Source: an optimization exercise on an open RTL-to-GDS flow (aim: a short achievable clock period and few clock cycles). Production flows keep margins and buffers that such runs may drop.
In this exercise RTL edits were held to simulation tests only and were not proved equivalent to the original.
Power is estimated from default activity; no workload was simulated.

<file path="config.mk">
export PLATFORM = sky130hd
export DESIGN_NAME = myCPU
export DESIGN_NICKNAME = myCPU
export VERILOG_FILES = /design/flow/design.v
export SDC_FILE = /design/flow/constraint.sdc
export NUM_CORES = 4
export LEC_CHECK = 0
export CAP_MARGIN = 20
export CORE_MARGIN = 2
export CORE_UTILIZATION = 30
export PLACE_DENSITY = 0.5
export SLEW_MARGIN = 20
</file>
<file path="constraint.sdc">
create_clock -name core_clock -period 9.0 [get_ports {cpu_clk}]
set_input_delay 1.8000 -clock core_clock [delete_from_list [all_inputs] [get_ports {cpu_clk}]]
set_output_delay 1.8000 -clock core_clock [all_outputs]
set_load 0.01 [all_outputs]
</file>
<file path="design.v">
`timescale 1ns / 1ps
module PC (
    input  wire         clk_i  ,
    input  wire         rst_i ,
    input  wire [31:0]  npc_i,
    input  wire         back_i,
    input  wire         keep_i,
    output reg  [31:0]   pc_o,
    output wire [31:0]   pc4_o
);
wire [31:0]   din;
assign  din = back_i ? npc_i : pc_o + 4;
assign  pc4_o = pc_o + 4;
    always @ (posedge clk_i or posedge rst_i) begin
        if (rst_i) begin
            pc_o <= -4;
        end else if (keep_i == 0) begin
            pc_o <= din;
        end
    end
endmodule
`timescale 1ns / 1ps
module IFETCH(
    input  wire         clk_i,
    input  wire         rst_i,
    input  wire [31:0]  npc_i,
    input  wire         back_i,
    input  wire         keep_i,
    output wire [31:0]  pc4_if_o,
    output wire [31:0]  pc_if_o
);
PC U_pc(
    .clk_i(clk_i),
    .rst_i(rst_i),
    .npc_i(npc_i),
    .back_i(back_i),
    .keep_i(keep_i),
    .pc_o(pc_if_o),
    .pc4_o(pc4_if_o)
);
endmodule
`timescale 1ns / 1ps
module IF_ID(
    input  wire         clk_i  ,
    input  wire         rst_i ,
    input  wire [1:0]   data_ctrl_i,
    input  wire [31:0]  pc4_i,
    input  wire [31:0]  inst_i,
    output reg  [31:0]  inst_o,
    output reg  [31:0]  pc4_o
);
always @(posedge clk_i or posedge rst_i) begin
    if (rst_i) begin
        inst_o <= 32'b0;
        pc4_o <= 32'b0;
    end else begin
        case(data_ctrl_i)
            2'b00: begin
                inst_o <= inst_i;
                pc4_o <= pc4_i;
            end
            2'b10: begin
                inst_o <= 32'b0;
                pc4_o <= 32'b0;
            end
            2'b01: begin
            end
            default: begin
                inst_o <= 32'b0;
                pc4_o <= 32'b0;
            end
        endcase
    end
end
endmodule
`timescale 1ns / 1ps
module CONTROLLER(
    input wire [31:0] irom_i,  
    output reg [2:0] npc_op_o, 
    output reg rf_we_o, 
    output reg [1:0] rf_sel_o, 
    output reg [3:0] ext_op_o,  
    output reg [3:0] alu_op_o,  
    output reg [1:0] alu_b_sel_o,  
    output reg ram_op_o  
);
wire [2:0] fun3;
wire [6:0] fun7;
wire [6:0] opcode;
assign fun3 = irom_i[14:12];
assign fun7 = irom_i[31:25];
assign opcode = irom_i[6:0];
always @(*) begin
    if (opcode == 7'b0110011) begin
        alu_op_o = {fun7[5], fun3};
    end else if (opcode == 7'b0010011) begin
        if (fun3 == 3'b101 | fun3 == 3'b001)   alu_op_o = {fun7[5], fun3};
        else alu_op_o = {1'b0, fun3};
    end else if (opcode == 7'b1100011) begin
        alu_op_o = 4'b1000;
    end else begin
        alu_op_o = 4'b0000;
    end 
    case (opcode)
        7'b0110011: begin
            npc_op_o = 3'b000;
            rf_we_o = 1'b1;
            rf_sel_o = 2'b00;
            ext_op_o = 4'b1111;
            alu_b_sel_o = 2'b00;
            ram_op_o = 1'b0;
        end
        7'b0010011: begin
            npc_op_o = 3'b000;
            rf_we_o = 1'b1;
            rf_sel_o = 2'b00;
            ext_op_o = 4'b0000;
            alu_b_sel_o = 2'b01;
            ram_op_o = 1'b0;
        end
        7'b0000011: begin
            npc_op_o = 3'b000;
            rf_we_o = 1'b1;
            rf_sel_o = 2'b01;
            ext_op_o = 4'b0000;
            alu_b_sel_o = 2'b01;
            ram_op_o = 1'b0;
        end
        7'b1100111: begin
            npc_op_o = 3'b011;
            rf_we_o = 1'b1;
            rf_sel_o = 2'b10;
            ext_op_o = 4'b0000;
            alu_b_sel_o = 2'b01;
            ram_op_o = 1'b0;
        end
        7'b0100011: begin
            npc_op_o = 3'b000;
            rf_we_o = 1'b0;
            rf_sel_o = 2'b11;
            ext_op_o = 4'b0001;
            alu_b_sel_o = 2'b01;
            ram_op_o = 1'b1;
        end
        7'b1100011: begin
            case(fun3)
                3'b000: begin
                    npc_op_o = 3'b100;
                end
                3'b001: begin
                    npc_op_o = 3'b101;
                end
                3'b100: begin
                    npc_op_o = 3'b110;
                end
                3'b101: begin
                    npc_op_o = 3'b111;
                end
                default: begin
                    npc_op_o = 3'b000;
                end
            endcase
            rf_we_o = 1'b0;
            rf_sel_o = 2'b11;
            ext_op_o = 4'b0010;
            alu_b_sel_o = 2'b00;
            ram_op_o = 1'b0;
        end
        7'b0110111: begin
            npc_op_o = 3'b000;
            rf_we_o = 1'b1;
            rf_sel_o = 2'b11;
            ext_op_o = 4'b0011;
            alu_b_sel_o = 2'b01;
            ram_op_o = 1'b0;
        end
        7'b1101111: begin
            npc_op_o = 3'b001;
            rf_we_o = 1'b1;
            rf_sel_o = 2'b10;
            ext_op_o = 4'b0100;
            alu_b_sel_o = 2'b01;
            ram_op_o = 1'b0;
        end
        default: begin
            npc_op_o = 3'b000;
            rf_we_o = 1'b0;
            rf_sel_o = 2'b11;
            ext_op_o = 4'b1111;
            alu_b_sel_o = 2'b00;
            ram_op_o = 1'b0;
        end
    endcase
end
endmodule
`timescale 1ns / 1ps
module RF(
    input  wire  [4:0]  rR1_i,
    input  wire  [4:0]  rR2_i, 
    input  wire  [4:0]  wR_i,
    input  wire  WE_i,
    input  wire [31:0]  Wd_i,
    input  wire  clk_i,
    output reg [31:0]  rD1_o,
    output reg [31:0]  rD2_o
);
reg [31:0] rf [31:0]; 
always @(*) begin
    case (rR1_i)
        5'b00000: rD1_o = 32'b0;
        5'b00001: rD1_o = rf[1];
        5'b00010: rD1_o = rf[2];
        5'b00011: rD1_o = rf[3];
        5'b00100: rD1_o = rf[4];
        5'b00101: rD1_o = rf[5];
        5'b00110: rD1_o = rf[6];
        5'b00111: rD1_o = rf[7];
        5'b01000: rD1_o = rf[8];
        5'b01001: rD1_o = rf[9];
        5'b01010: rD1_o = rf[10];
        5'b01011: rD1_o = rf[11];
        5'b01100: rD1_o = rf[12];
        5'b01101: rD1_o = rf[13];
        5'b01110: rD1_o = rf[14];
        5'b01111: rD1_o = rf[15];
        5'b10000: rD1_o = rf[16];
        5'b10001: rD1_o = rf[17];
        5'b10010: rD1_o = rf[18];
        5'b10011: rD1_o = rf[19];
        5'b10100: rD1_o = rf[20];
        5'b10101: rD1_o = rf[21];
        5'b10110: rD1_o = rf[22];
        5'b10111: rD1_o = rf[23];
        5'b11000: rD1_o = rf[24];
        5'b11001: rD1_o = rf[25];
        5'b11010: rD1_o = rf[26];
        5'b11011: rD1_o = rf[27];
        5'b11100: rD1_o = rf[28];
        5'b11101: rD1_o = rf[29];
        5'b11110: rD1_o = rf[30];
        5'b11111: rD1_o = rf[31];
        default: rD1_o = 32'b0;  
    endcase
    case (rR2_i)
        5'b00000: rD2_o = 32'b0;
        5'b00001: rD2_o = rf[1];
        5'b00010: rD2_o = rf[2];
        5'b00011: rD2_o = rf[3];
        5'b00100: rD2_o = rf[4];
        5'b00101: rD2_o = rf[5];
        5'b00110: rD2_o = rf[6];
        5'b00111: rD2_o = rf[7];
        5'b01000: rD2_o = rf[8];
        5'b01001: rD2_o = rf[9];
        5'b01010: rD2_o = rf[10];
        5'b01011: rD2_o = rf[11];
        5'b01100: rD2_o = rf[12];
        5'b01101: rD2_o = rf[13];
        5'b01110: rD2_o = rf[14];
        5'b01111: rD2_o = rf[15];
        5'b10000: rD2_o = rf[16];
        5'b10001: rD2_o = rf[17];
        5'b10010: rD2_o = rf[18];
        5'b10011: rD2_o = rf[19];
        5'b10100: rD2_o = rf[20];
        5'b10101: rD2_o = rf[21];
        5'b10110: rD2_o = rf[22];
        5'b10111: rD2_o = rf[23];
        5'b11000: rD2_o = rf[24];
        5'b11001: rD2_o = rf[25];
        5'b11010: rD2_o = rf[26];
        5'b11011: rD2_o = rf[27];
        5'b11100: rD2_o = rf[28];
        5'b11101: rD2_o = rf[29];
        5'b11110: rD2_o = rf[30];
        5'b11111: rD2_o = rf[31];
        default: rD2_o = 32'b0;  
    endcase
end
always @(posedge clk_i) begin
    if (WE_i && wR_i != 0) begin 
        case (wR_i)
            5'b00000: ;  
            5'b00001: rf[1] <= Wd_i;
            5'b00010: rf[2] <= Wd_i;
            5'b00011: rf[3] <= Wd_i;
            5'b00100: rf[4] <= Wd_i;
            5'b00101: rf[5] <= Wd_i;
            5'b00110: rf[6] <= Wd_i;
            5'b00111: rf[7] <= Wd_i;
            5'b01000: rf[8] <= Wd_i;
            5'b01001: rf[9] <= Wd_i;
            5'b01010: rf[10] <= Wd_i;
            5'b01011: rf[11] <= Wd_i;
            5'b01100: rf[12] <= Wd_i;
            5'b01101: rf[13] <= Wd_i;
            5'b01110: rf[14] <= Wd_i;
            5'b01111: rf[15] <= Wd_i;
            5'b10000: rf[16] <= Wd_i;
            5'b10001: rf[17] <= Wd_i;
            5'b10010: rf[18] <= Wd_i;
            5'b10011: rf[19] <= Wd_i;
            5'b10100: rf[20] <= Wd_i;
            5'b10101: rf[21] <= Wd_i;
            5'b10110: rf[22] <= Wd_i;
            5'b10111: rf[23] <= Wd_i;
            5'b11000: rf[24] <= Wd_i;
            5'b11001: rf[25] <= Wd_i;
            5'b11010: rf[26] <= Wd_i;
            5'b11011: rf[27] <= Wd_i;
            5'b11100: rf[28] <= Wd_i;
            5'b11101: rf[29] <= Wd_i;
            5'b11110: rf[30] <= Wd_i;
            5'b11111: rf[31] <= Wd_i;
            default:;
        endcase
    end
end
endmodule
`timescale 1ns / 1ps
module SEXT(
    input  wire [31:0]  din_i, 
    input  wire [3:0]   sext_op_i, 
    output reg  [31:0]  ext_o 
);
always @(*) begin
    case (sext_op_i)
        4'b0000: begin
            ext_o = {{20{din_i[31]}}, din_i[31:20]};  
        end
        4'b0001: begin
            ext_o = {{20{din_i[31]}}, din_i[31:25], din_i[11:7]}; 
        end
        4'b0010: begin
            ext_o = {{20{din_i[31]}},din_i[7],din_i[30:25], din_i[11:8], 1'b0}; 
        end
        4'b0011: begin
            ext_o = {din_i[31:12], 12'b0}; 
        end
        4'b0100: begin
            ext_o = {{12{din_i[31]}}, din_i[19:12], din_i[20], din_i[30:21], 1'b0}; 
        end
        default: begin
            ext_o = 32'b0;  
        end
    endcase
end
endmodule
`timescale 1ns / 1ps
module IDECODE(
    input wire WE_i,
    input wire clk_i,
    input wire [31:0] inst_i,
    input wire [31:0] Wd_i,
    input wire [4:0] wR_i,
    output wire [31:0] rA_o,
    output wire [31:0] rB_o,
    output wire [31:0] imm_o,
    output wire [1:0] rf_sel_o,
    output wire [2:0] npc_op_o,
    output wire rf_we_o,
    output wire dram_we_o,
    output wire [3:0] alu_op_i,
    output wire [4:0] wR_o,
    output wire [31:0] rD2_o
);
wire [1:0] alu_b_sel;
wire [3:0] sext_op;
assign wR_o = inst_i[11:7];
assign rB_o = (alu_b_sel == 2'b00) ? rD2_o : imm_o;
CONTROLLER U_CTRL(
    .irom_i(inst_i),
    .alu_b_sel_o(alu_b_sel),
    .rf_we_o(rf_we_o),
    .rf_sel_o(rf_sel_o),
    .ram_op_o(dram_we_o),
    .alu_op_o(alu_op_i),
    .ext_op_o(sext_op),
    .npc_op_o(npc_op_o)
);
RF U_rf(
    .rR1_i(inst_i[19:15]),
    .rR2_i(inst_i[24:20]),
    .wR_i(wR_i),
    .WE_i(WE_i),
    .Wd_i(Wd_i),
    .clk_i(clk_i),
    .rD1_o(rA_o),
    .rD2_o(rD2_o)
);
SEXT U_ext(
    .din_i(inst_i),
    .sext_op_i(sext_op),
    .ext_o(imm_o)
);
endmodule
`timescale 1ns / 1ps
module ID_EX(
    input  wire         clk_i  ,
    input  wire         rst_i ,
    input  wire [1:0]   data_ctrl_i,
    input  wire [31:0]  pc4_i,
    input  wire [1:0]   rf_sel_i,
    input  wire         rf_we_i,
    input  wire         dram_we_i,
    input  wire [3:0]   alu_op_i,
    input  wire [31:0]  rA_i,
    input  wire [31:0]  rB_i,
    input  wire [31:0]  rD2_i,
    input  wire [31:0]  imm_i,
    input  wire [2:0] npc_op_i,
    input  wire [4:0]  wR_i,
    output reg  [31:0]  pc4_o,
    output reg  [1:0]   rf_sel_o,
    output reg          rf_we_o,
    output reg          dram_we_o,
    output reg  [3:0]   alu_op_o,
    output reg  [31:0]  rA_o,
    output reg  [31:0]  rB_o,
    output reg  [31:0]  rD2_o,
    output reg  [31:0]  imm_o,
    output reg  [2:0]   npc_op_o,
    output reg  [4:0]   wR_o
);
always @(posedge clk_i or posedge rst_i) begin
    if (rst_i) begin
        pc4_o <= 32'b0;
        rf_sel_o <= 2'b11;
        rf_we_o <= 1'b0;
        dram_we_o <= 1'b0;
        alu_op_o <= 4'b0;
        rA_o <= 32'b0;
        rB_o <= 32'b0;
        rD2_o <= 32'b0;
        imm_o <= 32'b0;
        npc_op_o <= 3'b000;
        wR_o <= 5'b0;
    end else begin
        case(data_ctrl_i)
            2'b00: begin
                pc4_o <= pc4_i;
                rf_sel_o <= rf_sel_i;
                rf_we_o <= rf_we_i;
                dram_we_o <= dram_we_i;
                alu_op_o <= alu_op_i;
                rA_o <= rA_i;
                rB_o <= rB_i;
                rD2_o <= rD2_i;
                imm_o <= imm_i;
                npc_op_o <= npc_op_i;
                wR_o <= wR_i;
            end
            2'b10: begin
                pc4_o <= 32'b0;
                rf_sel_o <= 2'b11;
                rf_we_o <= 1'b0;
                dram_we_o <= 1'b0;
                alu_op_o <= 4'b0;
                rA_o <= 32'b0;
                rB_o <= 32'b0;
                rD2_o <= 32'b0;
                imm_o <= 32'b0;
                npc_op_o <= 3'b000;
                wR_o <= 5'b0;
            end
            2'b01: begin
            end
            default: begin
                pc4_o <= 32'b0;
                rf_sel_o <= 2'b11;
                rf_we_o <= 1'b0;
                dram_we_o <= 1'b0;
                alu_op_o <= 4'b0;
                rA_o <= 32'b0;
                rB_o <= 32'b0;
                rD2_o <= 32'b0;
                imm_o <= 32'b0; 
                npc_op_o <= 3'b000;
                wR_o <= 5'b0;
            end
        endcase
    end
end
endmodule
`timescale 1ns / 1ps
module ALU(
    input wire [31:0] alu_a_i,
    input wire [31:0] alu_b_i,
    input wire [3:0] alu_op_i,
    output reg [31:0] alu_c_o,
    output reg zero_o,  
    output reg neg_o    
);
always @(*) begin
    case (alu_op_i)
        4'b0000: begin
            alu_c_o = alu_a_i + alu_b_i; 
        end
        4'b1000: begin
            alu_c_o = alu_a_i - alu_b_i; 
        end
        4'b0111: begin
            alu_c_o = alu_a_i & alu_b_i;  
        end
        4'b0110: begin
            alu_c_o = alu_a_i | alu_b_i;  
        end
        4'b0100: begin
            alu_c_o = alu_a_i ^ alu_b_i; 
        end
        4'b0001: begin
            alu_c_o = alu_a_i << alu_b_i[4:0]; 
        end
        4'b0101: begin
            alu_c_o = alu_a_i >> alu_b_i[4:0]; 
        end
        4'b1101:begin
            alu_c_o = ($signed(alu_a_i)) >>> alu_b_i[4:0]; 
        end
        default: begin
            alu_c_o = 32'b0;  
        end
    endcase
    zero_o = (alu_c_o == 32'b0); 
    neg_o = alu_c_o[31]; 
end
endmodule
`timescale 1ns / 1ps
module NPC(
    input wire [3:0] npc_op_i,
    input wire [31:0] pc4_i,
    input wire [31:0] jalr_i,
    input wire [31:0] offset_i,
    input wire zero_i,
    input wire neg_i,
    output wire [31:0] npc_o,
    output wire back_o
);
wire [31:0] pc;
assign pc = pc4_i - 4;
assign back_o = (npc_op_i == 3'b011) ? 1'b1 :
                 (npc_op_i == 3'b001) ? 1'b1 : 
                 (npc_op_i == 3'b100 && zero_i) ? 1'b1 :
                 (npc_op_i == 3'b101 && !zero_i) ? 1'b1 :
                 (npc_op_i == 3'b110 && neg_i) ? 1'b1 :
                 (npc_op_i == 3'b111 && !neg_i) ? 1'b1 : 1'b0;
assign npc_o = (npc_op_i == 3'b011) ? jalr_i :
                (npc_op_i == 3'b001) ? offset_i+pc :
                (npc_op_i == 3'b100 && zero_i) ? offset_i+pc :
                (npc_op_i == 3'b101 && !zero_i) ? offset_i+pc :
                (npc_op_i == 3'b110 && neg_i) ? offset_i+pc :
                (npc_op_i == 3'b111 && !neg_i) ? offset_i+pc :
                32'b0;
endmodule
`timescale 1ns / 1ps
module EX(
    input wire [31:0] rA_i,
    input wire [31:0] rB_i,
    input wire [2:0] npc_op_i,
    input wire [3:0] alu_op_i,
    input wire [31:0] pc4_i,
    input wire [31:0] imm_i,
    output wire [31:0] npc_o,
    output wire back_o,
    output wire [31:0] alu_c_o
);
wire zero;
wire neg;
NPC U_npc(
    .npc_op_i(npc_op_i),
    .pc4_i(pc4_i),
    .jalr_i(alu_c_o),
    .offset_i(imm_i),
    .zero_i(zero),
    .neg_i(neg),
    .npc_o(npc_o),
    .back_o(back_o)
);
ALU U_alu(
    .alu_a_i(rA_i),
    .alu_b_i(rB_i),
    .alu_op_i(alu_op_i),
    .alu_c_o(alu_c_o),
    .zero_o(zero),
    .neg_o(neg)
);
endmodule
`timescale 1ns / 1ps
module EX_MEM(
    input  wire         clk_i  ,
    input  wire         rst_i ,
    input  wire [1:0]   data_ctrl_i,
    input  wire [31:0]  pc4_i,
    input  wire [1:0]   rf_sel_i,
    input  wire rf_we_i,
    input  wire         dram_we_i,
    input  wire [31:0]  alu_c_i,
    input  wire [31:0]  rD2_i,
    input  wire [31:0]  imm_i,
    input  wire [4:0]   wR_i,
    output reg  [31:0]  pc4_o,
    output reg  [1:0]   rf_sel_o,
    output reg          rf_we_o,
    output reg          dram_we_o,
    output reg [31:0]  alu_c_o,
    output reg [31:0]  rD2_o,
    output reg [31:0]  imm_o,
    output reg [4:0]   wR_o
);
always @(posedge clk_i or posedge rst_i) begin
    if (rst_i) begin
        pc4_o <= 32'b0;
        rf_sel_o <= 2'b0;
        rf_we_o <= 1'b0;
        dram_we_o <= 1'b0;
        alu_c_o <= 32'b0;
        rD2_o <= 32'b0;
        imm_o <= 32'b0;
        wR_o <= 5'b0;
    end else begin
        case(data_ctrl_i)
            2'b00: begin
                pc4_o <= pc4_i;
                rf_sel_o <= rf_sel_i;
                rf_we_o <= rf_we_i;
                dram_we_o <= dram_we_i;
                alu_c_o <= alu_c_i;
                rD2_o <= rD2_i;
                imm_o <= imm_i;
                wR_o <= wR_i;
            end
            2'b10: begin
                pc4_o <= 32'b0;
                rf_sel_o <= 2'b0;
                rf_we_o <= 1'b0;
                dram_we_o <= 1'b0;
                alu_c_o <= 32'b0;
                rD2_o <= 32'b0;
                imm_o <= 32'b0;
                wR_o <= 5'b0;
            end
            2'b01: begin
            end
            default: begin
                pc4_o <= 32'b0;
                rf_sel_o <= 2'b0;
                rf_we_o <= 1'b0;
                dram_we_o <= 1'b0;
                alu_c_o <= 32'b0;
                rD2_o <= 32'b0;
                imm_o <= 32'b0;
                wR_o <= 5'b0;
            end
        endcase
    end
end
endmodule
`timescale 1ns / 1ps
module MEM_WB(
    input  wire         clk_i  ,
    input  wire         rst_i ,
    input  wire [1:0]   data_ctrl_i,
    input  wire [31:0]  pc4_i,
    input  wire [1:0]   rf_sel_i,
    input  wire         rf_we_i,
    input  wire [31:0]  dram_rdata_i,
    input  wire [31:0]  alu_c_i,
    input  wire [31:0]  imm_i,
    input  wire [4:0]   wR_i,
    output reg  [31:0]  pc4_o,
    output reg  [1:0]   rf_sel_o,
    output reg          rf_we_o,
    output reg [31:0]  dram_rdata_o,
    output reg [31:0]  alu_c_o,
    output reg [31:0]  imm_o,
    output reg [4:0]   wR_o
);
always @(posedge clk_i or posedge rst_i) begin
    if (rst_i) begin
        pc4_o <= 32'b0;
        rf_sel_o <= 2'b0;
        rf_we_o <= 1'b0;
        dram_rdata_o <= 32'b0;
        alu_c_o <= 32'b0;
        imm_o <= 32'b0;
        wR_o <= 5'b0;
    end else begin
        case(data_ctrl_i)
            2'b00: begin
                pc4_o <= pc4_i;
                rf_sel_o <= rf_sel_i;
                rf_we_o <= rf_we_i;
                dram_rdata_o <= dram_rdata_i;
                alu_c_o <= alu_c_i;
                imm_o <= imm_i;
                wR_o <= wR_i;
            end
            2'b10: begin
                pc4_o <= 32'b0;
                rf_sel_o <= 2'b0;
                rf_we_o <= 1'b0;
                dram_rdata_o <= 32'b0;
                alu_c_o <= 32'b0;
                imm_o <= 32'b0;
                wR_o <= 5'b0;
            end
            2'b01: begin
            end
            default: begin
                pc4_o <= 32'b0;
                rf_sel_o <= 2'b0;
                rf_we_o <= 1'b0;
                dram_rdata_o <= 32'b0;
                alu_c_o <= 32'b0;
                imm_o <= 32'b0;
                wR_o <= 5'b0; 
            end
        endcase
    end
end
endmodule
`timescale 1ns / 1ps
module WB(
    input wire [1:0] rf_sel_i,
    input wire       rf_we_i,
    input wire [31:0] pc4_i,
    input wire [31:0] dram_rdata_i,
    input wire [31:0] alu_c_i,
    input wire [31:0] imm_i,
    output wire [31:0] we_data_o
);
assign we_data_o = (rf_sel_i == 2'b00) ? alu_c_i :
                   (rf_sel_i == 2'b01) ? dram_rdata_i :
                   (rf_sel_i == 2'b10) ? pc4_i :
                   (rf_sel_i == 2'b11) ? imm_i : 32'b0;
endmodule
`timescale 1ns / 1ps
module PIPE_CTRL(
    input  wire [4:0]   WB_wR_i,
    input  wire [4:0]   EX_wR_i,
    input  wire [4:0]   MEM_wR_i,
    input  wire [31:0]  ID_irom_i,
    input  wire         back_i,
    input  wire         WB_rf_we_i,
    input  wire         EX_rf_we_i,
    input  wire         MEM_rf_we_i,
    output reg  [1:0]  IF_ID_data_ctrl_o,
    output reg  [1:0]  ID_EX_data_ctrl_o,
    output reg  [1:0]  EX_MEM_data_ctrl_o,
    output reg  [1:0]  MEM_WB_data_ctrl_o,
    output reg         keep_o
);
wire [4:0] rR1 , rR2;
assign rR1 = ID_irom_i[19:15];
assign rR2 = ID_irom_i[24:20];
always @(*) begin
    if (back_i) begin
        keep_o = 1'b0;
        IF_ID_data_ctrl_o = 2'b10;
        ID_EX_data_ctrl_o = 2'b10;
        EX_MEM_data_ctrl_o = 2'b00;
        MEM_WB_data_ctrl_o = 2'b00;
    end else if ((rR1 == WB_wR_i || rR2 == WB_wR_i) && WB_wR_i != 5'b0 && WB_rf_we_i) begin
        keep_o = 1'b1;
        IF_ID_data_ctrl_o = 2'b01;
        ID_EX_data_ctrl_o = 2'b01;
        EX_MEM_data_ctrl_o = 2'b01;
        MEM_WB_data_ctrl_o = 2'b10;
    end else if ((rR1 == MEM_wR_i || rR2 == MEM_wR_i) && MEM_wR_i != 5'b0 && MEM_rf_we_i) begin
        keep_o = 1'b1;
        IF_ID_data_ctrl_o = 2'b01;
        ID_EX_data_ctrl_o = 2'b01;
        EX_MEM_data_ctrl_o = 2'b10;
        MEM_WB_data_ctrl_o = 2'b00;
    end else if ((rR1 == EX_wR_i || rR2 == EX_wR_i) && EX_wR_i != 5'b0 && EX_rf_we_i) begin
        keep_o = 1'b1;
        IF_ID_data_ctrl_o = 2'b01;
        ID_EX_data_ctrl_o = 2'b10;
        EX_MEM_data_ctrl_o = 2'b00;
        MEM_WB_data_ctrl_o = 2'b00;
    end else begin
        keep_o = 1'b0;
        IF_ID_data_ctrl_o = 2'b00;
        ID_EX_data_ctrl_o = 2'b00;
        EX_MEM_data_ctrl_o = 2'b00;
        MEM_WB_data_ctrl_o = 2'b00;
    end
end
endmodule
`timescale 1ns / 1ps
module myCPU (
    input  wire         cpu_rst,
    input  wire         cpu_clk,
    output wire [15:0]  inst_addr,
    input  wire [31:0]  inst,
    output wire [31:0]  Bus_addr,
    input  wire [31:0]  Bus_rdata,
    output wire         Bus_we,
    output wire [31:0]  Bus_wdata
    , 
    output wire         debug_wb_have_inst,
    output wire [31:0]  debug_wb_pc,
    output              debug_wb_ena,
    output wire [ 4:0]  debug_wb_reg,
    output wire [31:0]  debug_wb_value
);
wire [31:0] IF_pc;
wire [31:0] IF_inst;
wire back;
wire [31:0] npc;
wire [31:0] IF_pc4;
wire keep;
wire [31:0] ID_pc4;
wire [31:0] ID_inst;
wire [1:0] ID_rf_sel;
wire ID_rf_we;
wire ID_dram_we;
wire [3:0] ID_alu_op;
wire [4:0] ID_wR;
wire [31:0] ID_rA;
wire [31:0] ID_rB;
wire [31:0] ID_rD2;
wire [31:0] ID_imm;
wire [2:0] ID_npc_op;
wire [31:0] EX_pc4;
wire [1:0] EX_rf_sel;
wire EX_rf_we;
wire EX_dram_we;
wire [3:0] EX_alu_op;
wire [4:0] EX_wR;
wire [31:0] EX_rA;
wire [31:0] EX_rB;
wire [31:0] EX_rD2;
wire [31:0] EX_imm;
wire [2:0] EX_npc_op;
wire [31:0] Ex_alu_c;
wire [31:0] MEM_pc4;
wire [1:0] MEM_rf_sel;
wire MEM_rf_we;
wire MEM_dram_we;
wire [31:0] MEM_alu_c;
wire [31:0] MEM_rD2;
wire [31:0] MEM_imm;
wire [4:0] MEM_wR;
wire [31:0] MEM_rdata;
wire [31:0]  WB_pc4;
wire [1:0] WB_rf_sel;
wire WB_rf_we;
wire [31:0] WB_dram_rdata;
wire [31:0] WB_alu_c;
wire [31:0] WB_imm;
wire [4:0] WB_wR;
wire [31:0] WB_data;
wire [1:0]    IF_ID_data_ctrl;
wire [1:0]    ID_EX_data_ctrl;
wire [1:0]    EX_MEM_data_ctrl;
wire [1:0]    MEM_WB_data_ctrl;
assign IF_inst = inst;
assign inst_addr = IF_pc[15:2]; 
assign Bus_addr = MEM_alu_c;
assign Bus_wdata = MEM_rD2;
assign Bus_we = MEM_dram_we;
assign MEM_rdata = Bus_rdata;
IFETCH U_ifetch(
    .clk_i(cpu_clk),
    .rst_i(cpu_rst),
    .npc_i(npc),
    .back_i(back),
    .keep_i(keep),
    .pc4_if_o(IF_pc4),
    .pc_if_o(IF_pc)
);
IF_ID U_if_id(
    .clk_i(cpu_clk),
    .rst_i(cpu_rst),
    .data_ctrl_i(IF_ID_data_ctrl),
    .pc4_i(IF_pc4),
    .inst_i(IF_inst),
    .inst_o(ID_inst),
    .pc4_o(ID_pc4)
);
IDECODE U_idecode(
    .WE_i(WB_rf_we),
    .clk_i(cpu_clk),
    .inst_i(ID_inst),
    .Wd_i(WB_data),
    .wR_i(WB_wR),
    .rA_o(ID_rA),
    .rB_o(ID_rB),
    .imm_o(ID_imm),
    .rf_sel_o(ID_rf_sel),
    .rf_we_o(ID_rf_we),
    .dram_we_o(ID_dram_we),
    .alu_op_i(ID_alu_op),
    .wR_o(ID_wR),
    .rD2_o(ID_rD2),
    .npc_op_o(ID_npc_op)
);
ID_EX U_id_ex(
    .clk_i(cpu_clk),
    .rst_i(cpu_rst),
    .data_ctrl_i(ID_EX_data_ctrl),
    .pc4_i(ID_pc4),
    .rf_sel_i(ID_rf_sel),
    .rf_we_i(ID_rf_we),
    .dram_we_i(ID_dram_we),
    .alu_op_i(ID_alu_op),
    .rA_i(ID_rA),
    .rB_i(ID_rB),
    .rD2_i(ID_rD2),
    .imm_i(ID_imm),
    .wR_i(ID_wR),
    .npc_op_i(ID_npc_op),
    .pc4_o(EX_pc4),
    .rf_sel_o(EX_rf_sel),
    .rf_we_o(EX_rf_we),
    .dram_we_o(EX_dram_we),
    .alu_op_o(EX_alu_op),
    .rA_o(EX_rA),
    .rB_o(EX_rB),
    .rD2_o(EX_rD2),
    .imm_o(EX_imm),
    .wR_o(EX_wR),
    .npc_op_o(EX_npc_op)
);
EX U_ex(
    .rA_i(EX_rA),
    .rB_i(EX_rB),
    .npc_op_i(EX_npc_op),
    .alu_op_i(EX_alu_op),
    .pc4_i(EX_pc4),
    .imm_i(EX_imm),
    .npc_o(npc),
    .back_o(back),
    .alu_c_o(Ex_alu_c)
);
EX_MEM U_ex_mem(
    .clk_i(cpu_clk),
    .rst_i(cpu_rst),
    .data_ctrl_i(EX_MEM_data_ctrl),
    .pc4_i(EX_pc4),
    .rf_sel_i(EX_rf_sel),
    .rf_we_i(EX_rf_we),
    .dram_we_i(EX_dram_we),
    .alu_c_i(Ex_alu_c),
    .rD2_i(EX_rD2),
    .imm_i(EX_imm),
    .wR_i(EX_wR),
    .pc4_o(MEM_pc4),
    .rf_sel_o(MEM_rf_sel),
    .rf_we_o(MEM_rf_we),
    .dram_we_o(MEM_dram_we),
    .alu_c_o(MEM_alu_c),
    .rD2_o(MEM_rD2),
    .imm_o(MEM_imm),
    .wR_o(MEM_wR)
);
MEM_WB U_mem_wb(
    .clk_i(cpu_clk),
    .rst_i(cpu_rst),
    .data_ctrl_i(MEM_WB_data_ctrl),
    .pc4_i(MEM_pc4),
    .rf_sel_i(MEM_rf_sel),
    .rf_we_i(MEM_rf_we),
    .dram_rdata_i(MEM_rdata),
    .alu_c_i(MEM_alu_c),
    .imm_i(MEM_imm),
    .wR_i(MEM_wR),
    .pc4_o(WB_pc4),
    .rf_sel_o(WB_rf_sel),
    .rf_we_o(WB_rf_we),
    .dram_rdata_o(WB_dram_rdata),
    .alu_c_o(WB_alu_c),
    .imm_o(WB_imm),
    .wR_o(WB_wR)
);
WB U_wb(
    .rf_sel_i(WB_rf_sel),
    .pc4_i(WB_pc4),
    .dram_rdata_i(WB_dram_rdata),
    .alu_c_i(WB_alu_c),
    .imm_i(WB_imm),
    .rf_we_i(WB_rf_we),
    .we_data_o(WB_data)
);
PIPE_CTRL U_pipe_ctrl(
    .WB_wR_i(WB_wR),
    .WB_rf_we_i(WB_rf_we),
    .EX_wR_i(EX_wR),
    .EX_rf_we_i(EX_rf_we),
    .MEM_wR_i(MEM_wR),
    .MEM_rf_we_i(MEM_rf_we),
    .back_i(back),
    .ID_irom_i(ID_inst),
    .IF_ID_data_ctrl_o(IF_ID_data_ctrl),
    .ID_EX_data_ctrl_o(ID_EX_data_ctrl),
    .EX_MEM_data_ctrl_o(EX_MEM_data_ctrl),
    .MEM_WB_data_ctrl_o(MEM_WB_data_ctrl),
    .keep_o(keep)
);
    assign debug_wb_have_inst = (WB_pc4 == 32'b0) ? ((WB_wR == 5'b0) ? 1'b0 : 1'b1) : 1'b1;
    assign debug_wb_pc        = WB_pc4-4;
    assign debug_wb_ena       = WB_rf_we;
    assign debug_wb_reg       = WB_wR;
    assign debug_wb_value     = WB_data;
endmodule
</file>
<file path="run.sh">
#!/bin/bash
# synth_recipe.tcl (not shown) runs the flow's synth.tcl, then flattens the netlist and writes it again
# the make line also repeats each setting of config.mk as NAME=value (left out here)
make -C /OpenROAD-flow-scripts/flow DESIGN_CONFIG=/design/flow/config.mk WORK_HOME=/design/flow/orfs CLKGATE_MAP_FILE= SYNTH_SCRIPT=/design/flow/synth_recipe.tcl finish
</file>
==> run notes <==
-- placed cells by master (no fill, tap or decap), types with 173 or more instances in the layout --
cell and n:
buf_4 206, nand2_1 240, edfxtp_1 992, nor2_1 257, inv_1 210, a22oi_1 476, dfrtp_1 507, a221oi_1 224
clkdlybuf4s50_1 215, a22o_1 391, nand3_1 173, a21oi_1 182
-- per-stage QoR --
| step | cell area (sq um) | setup WS, ps | util, % | setup TNS (ps) | hold slack (ps) |
|---|---|---|---|---|---|
| 6_report | 88400 | 760 | 35.2 | 0 | 455 |
| 5_1_grt | 88400 | 396 | 35.2 | 0 | 490 |
| 4_1_cts | 88300 | 1110 | 35.2 | 0 | 456 |
| 3_5_place_dp | 82700 | 1120 | 32.9 | 0 | 470 |
| 3_3_place_gp | 82700 | 1020 | 32.9 | 0 | 469 |
| 2_1_floorplan | 75800 | -188 | - | -96330 | 449 |
-- where the power goes --
group | switching [mW] | total, mW | internal [mW]
sequential | 1.04 | 9.30 | 8.26
clock | 3.11 | 7.19 | 4.07
combinational | 4.48 | 7.19 | 2.72
-- state kept, by name, indices dropped and copies added (netlist names), 32 cells and up --
| name | cells |
|---|---|
| U_idecode.U_rf.rf | 992 |
| U_ex_mem.alu_c_o | 32 |
| U_ex_mem.imm_o | 32 |
| U_ex_mem.pc4_o | 32 |
| U_ex_mem.rD2_o | 32 |
| U_id_ex.imm_o | 32 |
| U_id_ex.pc4_o | 32 |
| U_id_ex.rA_o | 32 |
| U_id_ex.rB_o | 32 |
| U_id_ex.rD2_o | 32 |
| U_if_id.inst_o | 32 |
| U_if_id.pc4_o | 32 |
| U_ifetch.U_pc.pc_o | 32 |
| U_mem_wb.alu_c_o | 32 |
| U_mem_wb.dram_rdata_o | 32 |
| U_mem_wb.imm_o | 32 |
| U_mem_wb.pc4_o | 32 |
-- routing by layer --
layer	vias up	global-route usage (%)	wire length, um
li1	24800	-	-
met1	32600	39.8	152000
met2	5410	44.3	168000
met3	1358	9.84	54200
met4	18	15.9	27000
met5	-	0	125
-- cell families (layout without fill, tap and decap cells) --
family          count (synthesis)  count (layout)  share of synthesized area (%)
compound gates               1938            1938                           19.4
flops                        1537            1537                           57.4
simple gates                 1416            1416                           9.57
buf+inv                       726             956                           3.97
mux                           238             238                           4.90
xor+xnor                      179             179                           2.07
fa+ha+maj                     163             163                           2.71
other cells                     1              15                        0.00495
-- how the worst max path moves through the flow --
| stage | startpoint | to |
|---|---|---|
| after CTS | U_id_ex.rB_o[1] | U_id_ex.rA_o[6] |
| after floorplan | cpu_rst | U_ex_mem.alu_c_o[0] |
| after global placement | U_id_ex.rB_o[1] | U_id_ex.rA_o[15] |
| after detailed placement | U_id_ex.rB_o[1] | U_id_ex.rA_o[23] |
| after global routing | U_id_ex.rB_o[1] | U_id_ex.rA_o[6] |
| final | U_id_ex.rB_o[1] | U_id_ex.rA_o[23] |
-- cell type report --
class / instances / area (sq um)
sequential: 1537 / 43500
inverter: 214 / 807
clock inverter: 93 / 1160
tap: 3348 / 4190
antenna: 13 / 32.5
timing repair buffer: 441 / 4080
multi-input combinational: 3936 / 30200
fill: 24300 / 163000
clock buffer: 208 / 4460
==> impl_metrics.py <==
metrics = {
    "run_status": {
        "outcome": "complete, no violations",
    },
    "synthesis": {
        "synth_edf_count": 992,
        "async_flop_share_pct": 35.5,
        "syn_area_sq_mm": 0.0758,
        "netlist_instances": 6198,
        "yosys-top-cells-count": "edfxtp_1 (992), dfrtp_1 (513), a22oi_1 (476)",
        "yosysUniqueCellTypes": 94,
        "synth_top_cell_by_area": "edfxtp_1",
        "synth_ff_type": "edfxtp_1",
        "ys_seq_elements": 1537,
        "synth.avg_cell_area_sq_um": 12.2,
        "synth_top_area_share_pct": 39.3,
        "synth_area_leaders": "edfxtp_1 (39%), dfrtp_1 (17%), a22oi_1 (4.7%)",
        "yosysMostFrequentCell": "edfxtp_1",
        "seq_area_frac_synth_pct": 57.4,
        "yosysWarnings": 12,
    },
    "pwr": {
        "p_total_mw": 23.7,
        "vdd_drop_max_mv": 0.228,
        "power_density_mw_per_mm2": 268,
        "cellLeakagePower_nw": 31.8,
    },
    "floorplan": {
        "row_count": 184,
        "io_pins": 218,
        "die_area_sq_mm": 0.257,
        "die_w_um": 507,
        "floorplan.initialDensity_pct": 30.2,
        "die_h_um": 507,
        "core_sq_mm": 0.251,
    },
    "sta": {
        "worst_slew_pin_slew_ps": 1290,
        "finalSetupViolCount": 0,
        "period_share_pct": 91.6,
        "slew_viol_final": 0,
        "skew_ps": 106,
        "slew_headroom_pct": 13.9,
        "period_minus_slack_ps": 8240,
        "hold_violations": 0,
        "timing.fmax_mhz": 121,
        "rsz0062_at_grt": "no",
    },
    "clock_tree": {
        "cts_tree": "built",
        "root_buffer": "clkbuf_16",
        "clkSinkCount": 1537,
        "htree_levels": 4,
        "cts_setup_buffers": 0,
        "clk_latency_ps": 870,
        "clk_pin_slew_ps": 60,
        "cts_hold_buffers": 0,
        "clock_path_buffers": 3,
        "numCtsBuffers": 164,
        "cts_resized": 0,
    },
    "worst_setup_path": {
        "cp_num_cells": 22,
        "worstPathArrival_ps": 8880,
        "crit_required_ps": 9640,
        "cp_top_family": "simple AND/OR/NAND/NOR gates",
        "path_class": "reg -> reg",
        "crit_chain": "inv_2 -> ha_1 -> nand3_1 -> nor4_1 -> nand2_1 -> or3_1 -> o41ai_1 -> xnor2_1 -> ha_1 -> a21oi_1 -> o21a_1 -> o22ai_1 -> a32o_1 -> or4_1 -> nand4b_1 -> or4_1 -> or4_4 -> nor4_4 -> a2111oi_2 -> buf_12 -> o21ai_1 -> o21ai_0",
        "slowest_delay_ps": 730,
        "cpMaxStageDelayCell": "o21ai_1",
        "crit_buf_inv": 2,
        "startpoint_type": "register",
        "end_kind": "register",
        "ff2ff_path_depth": 22,
        "rrSetupSlack_ps": 760,
        "regToRegEndpoint": "U_id_ex.rA_o[23]",
        "worstPathMaxFanout": 67,
        "r2r_start": "U_id_ex.rB_o[1]",
    },
    "detailed_routing": {
        "antenna_left": 0,
        "post_drt_wl_per_cell_um": 41.0,
        "drt-vias-per-instance": 6.56,
        "drc": 0,
        "drtIter0Drc": 12100,
        "firstDrtPassIters": 10,
        "vias": 64200,
        "wl_um": 402000,
    },
    "placed_design": {
        "port_buffers": 215,
        "hpwl_um": 245000,
        "place.gp.congestion": 0.971,
        "dpl.cell_count": 9474,
    },
    "worst_hold_path": {
        "hold_start": "U_ex_mem.rf_sel_o[1]",
        "hold_path_depth": 1,
        "hold_end": "U_mem_wb.rf_sel_o[1]",
        "hold_path.class": "reg -> reg",
    },
    "run": {
        "cap_violations": 0,
    },
    "finish": {
        "syn2layout_area_growth_pct": 16.6,
        "stdcell_count": 9790,
        "drive_above_1_share_pct": 12.4,
        "final_nets": 6523,
    },
    "global_route": {
        "grt-ovfl-total": 0,
        "grt_pass1_wl_um": 537000,
        "track_usage_pct": 30.3,
        "grt_pass1_vias": 60800,
        "antenna_found_initial": 26,
        "grt_max_degree": 173,
    },
}
Testbench counts, summed over its fixed seeds: cycles 367,666.

re-timing with driven ports:
Ports are ideal in the flow. The routed layout listed here was re-timed in OpenROAD. Step 1 sets driving cells, clkbuf_16 on the clock port and buf_2 on the other inputs (assumed; they add their load-dependent delay and slew). Step 2 moves the port delays by t, midway between the first and last clock arrival at a register: inputs arrive t later, outputs are due t later. That takes back most of the time a late clock gives input paths. Slacks: ideal / step 1 / step 2; pairs: ideal / step 1.
shift t [ns]: 0.903
setup WS [ns]: 0.760 / 0.760 / 0.760
pins driven straight from the clock port: 1
After both steps this run still meets setup and hold. For this run, drivers alone change the setup slack by 0.000 ns; drivers and shift together by 0.000 ns.
